From an optimization exercise on the open Yosys and OpenROAD flow, aimed at small area; shortcuts taken in it are not production practice.
In this exercise RTL edits were held to simulation tests only and were not proved equivalent to the original.
Power figures rest on the tool's default switching activity, not on a simulated workload.

Design farm_top, start of the top module:
module farm_top(
	input clk,
	input rst_n,
	output [31:0] ins,
	output [31:0] ret_ad,
	output [31:0] mem_addr,
	output [31:0] mem_wdata,
	output mem_rd,
	output mem_wr,
	input  [31:0] mem_rdata);
Size in the first run: roughly 3000 cells after synthesis, ~160 I/O pins, ~0.038 sq mm of cells after synthesis.
export LEC_CHECK = 0
export CAP_MARGIN = 20
export CORE_MARGIN = 2
export CORE_UTILIZATION = 78
export CTS_BUF_LIST = sky130_fd_sc_hd__clkbuf_16
export CTS_CLUSTER_DIAMETER = 60
export CTS_CLUSTER_SIZE = 30
export GPL_ROUTABILITY_DRIVEN = 1
export PLACE_DENSITY = 0.88
export SLEW_MARGIN = 20
export SYNTH_HIERARCHICAL = 1
create_clock -name core_clock -period 10.0 [get_ports {clk}]
standard.sh (not shown) runs the stock make flow with config.mk's settings and CLKGATE_MAP_FILE= SYNTH_SCRIPT=/design/flow/synth_recipe.tcl, a recipe that flattens the netlist after the stock synthesis.
==> flow/flow/run.sh <==
#!/bin/bash
set -euo pipefail
bash standard.sh synth > synth.log 2>&1
export BUFFER_PORTS_ARGS="-buffer_cell sky130_fd_sc_hd__buf_1"
bash standard.sh floorplan > floorplan.log 2>&1
bash standard.sh place > place.log 2>&1
bash standard.sh cts > cts.log 2>&1
bash standard.sh route > route.log 2>&1
bash standard.sh finish > finish.log 2>&1
The starting point ran to the end with no violations.
==> next run, changes <==
- CORE_UTILIZATION: 78 -> 70
- PLACE_DENSITY: 0.88 -> 0.8
Clock power climbs by about 4%.
Worst hold slack got worse by 9.7 ps.
Total power rises by 0.65%.
Wire length went down by 4.6%.
Final area increases by 0.59%.
Final cell count increases by 1.2%.
==> next run, changes <==
- CAP_MARGIN: 20 -> 10
- GPL_TIMING_DRIVEN: unset -> 0
- SLEW_MARGIN: 20 -> 10
What happened: Register-to-register slack loses 330 ps; total power falls slightly; sequential share of layout area decreases by 1.2 points; global-route usage hardly moves.


Setup of lane 1:
Another version of the RTL of farm_top (not shown whole).
==> flow/config.mk <==
export PLATFORM = sky130hd
export DESIGN_NAME = farm_top
export DESIGN_NICKNAME = farm_top
export VERILOG_FILES = /design/flow/design.v
export SDC_FILE = /design/flow/constraint.sdc
export NUM_CORES = 4
export LEC_CHECK = 0
export CAP_MARGIN = 20
export CORE_MARGIN = 2
export CORE_UTILIZATION = 60
export CTS_BUF_LIST = sky130_fd_sc_hd__clkbuf_8
export CTS_CLUSTER_DIAMETER = 45
export CTS_CLUSTER_SIZE = 18
export GPL_ROUTABILITY_DRIVEN = 1
export PLACE_DENSITY = 0.7
export SLEW_MARGIN = 20
export SYNTH_HIERARCHICAL = 1
==> flow/constraint.sdc <==
create_clock -name core_clock -period 10.0 [get_ports {clk}]
set_input_delay 2.0000 -clock core_clock [delete_from_list [all_inputs] [get_ports {clk}]]
set_output_delay 2.0000 -clock core_clock [all_outputs]
set_load 0.01 [all_outputs]
Scripts as last shown in full above: flow/flow/run.sh
[inputs] lane 2 vs lane 1
# lane 1
export LEC_CHECK = 0
export CAP_MARGIN = 20
export CORE_MARGIN = 2
export CORE_UTILIZATION = 60
export CTS_BUF_LIST = sky130_fd_sc_hd__clkbuf_8
export CTS_CLUSTER_DIAMETER = 45
export CTS_CLUSTER_SIZE = 18
export GPL_ROUTABILITY_DRIVEN = 1
export PLACE_DENSITY = 0.7
export SLEW_MARGIN = 20
export SYNTH_HIERARCHICAL = 1
create_clock -name core_clock -period 10.0 [get_ports {clk}]
# lane 2
export LEC_CHECK = 0
export CAP_MARGIN = 20
export CORE_MARGIN = 2
export CORE_UTILIZATION = 70
export CTS_BUF_LIST = sky130_fd_sc_hd__clkbuf_16
export CTS_CLUSTER_DIAMETER = 60
export CTS_CLUSTER_SIZE = 30
export GPL_ROUTABILITY_DRIVEN = 1
export PLACE_DENSITY = 0.8
export SLEW_MARGIN = 20
export SYNTH_HIERARCHICAL = 1
create_clock -name core_clock -period 10.0 [get_ports {clk}]
- Setup slack: lane 2 higher than lane 1
- Combinational power delta (lane 2 -> lane 1): insignificant
- Lane 1 → lane 2: tap cell instance count -13%; worst slew margin relative to its limit +4.9 points; CTS buffer count -49%.


Another version of the RTL of farm_top (not shown whole).
Size in the first run: roughly 160 I/O pins, roughly 0.038 mm2 of cells after synthesis.
==> flow/config.mk <==
export PLATFORM = sky130hd
export DESIGN_NAME = farm_top
export DESIGN_NICKNAME = farm_top
export VERILOG_FILES = /design/flow/design.v
export SDC_FILE = /design/flow/constraint.sdc
export NUM_CORES = 4
export LEC_CHECK = 0
export CAP_MARGIN = 20
export CORE_MARGIN = 2
export CORE_UTILIZATION = 78
export CTS_BUF_LIST = sky130_fd_sc_hd__clkbuf_16
export CTS_CLUSTER_DIAMETER = 60
export CTS_CLUSTER_SIZE = 30
export GPL_ROUTABILITY_DRIVEN = 1
export PLACE_DENSITY = 0.88
export SLEW_MARGIN = 20
export SYNTH_HIERARCHICAL = 1
==> flow/constraint.sdc <==
create_clock -name core_clock -period 10.0 [get_ports {clk}]
set_input_delay 2.0000 -clock core_clock [delete_from_list [all_inputs] [get_ports {clk}]]
set_output_delay 2.0000 -clock core_clock [all_outputs]
set_load 0.01 [all_outputs]
Scripts as last shown in full above: flow/flow/run.sh
The baseline finished clean.
Change:
Settings changed: CORE_UTILIZATION 78 to 70, PLACE_DENSITY 0.88 to 0.8.
Routed wire length decreases by a few percent.
Hold slack is better by 0.0087 ns.
Total power decreases slightly.
Utilization decreases by 7.8 points.
Die area increases by roughly a tenth.
Final area increases slightly.
Synthesized area stays the same.

-- re-timing with driven ports --
How much do the figures lean on ideal ports? The routed layouts below were timed once more, with nothing changed but the port constraints. Step 1 assumes that a clkbuf_16 drives the clock port and a buf_2 every other input. Step 2 times the ports against the registers' clock, not the clock port: input delays grow and output delays shrink by t, the midpoint of the rising clock arrivals with the driver on. Three values: no drivers, after step 1, after step 2; two values: the first two.
| run | t (ns) | setup slack, ns | worst register clock-pin slew, ns |
|---|---|---|---|
| the first run of note 1 | 0.714 | 1.042 / 0.979 / 1.308 | 0.12 / 0.12 |
| the second run of note 1 | 0.712 | 1.027 / 0.962 / 1.333 | 0.11 / 0.11 |
| the third run of note 1 | 0.717 | 0.843 / 0.776 / 1.001 | 0.11 / 0.11 |
| lane 1 | 0.772 | 0.914 / 0.859 / 1.170 | 0.11 / 0.11 |
| lane 2 | 0.707 | 1.025 / 0.961 / 1.169 | 0.11 / 0.11 |
| the first run of note 3 | 0.714 | 0.858 / 0.792 / 1.257 | 0.12 / 0.12 |
| the second run of note 3 | 0.712 | 0.946 / 0.880 / 1.153 | 0.11 / 0.11 |
After both steps every run listed still meets setup and hold.
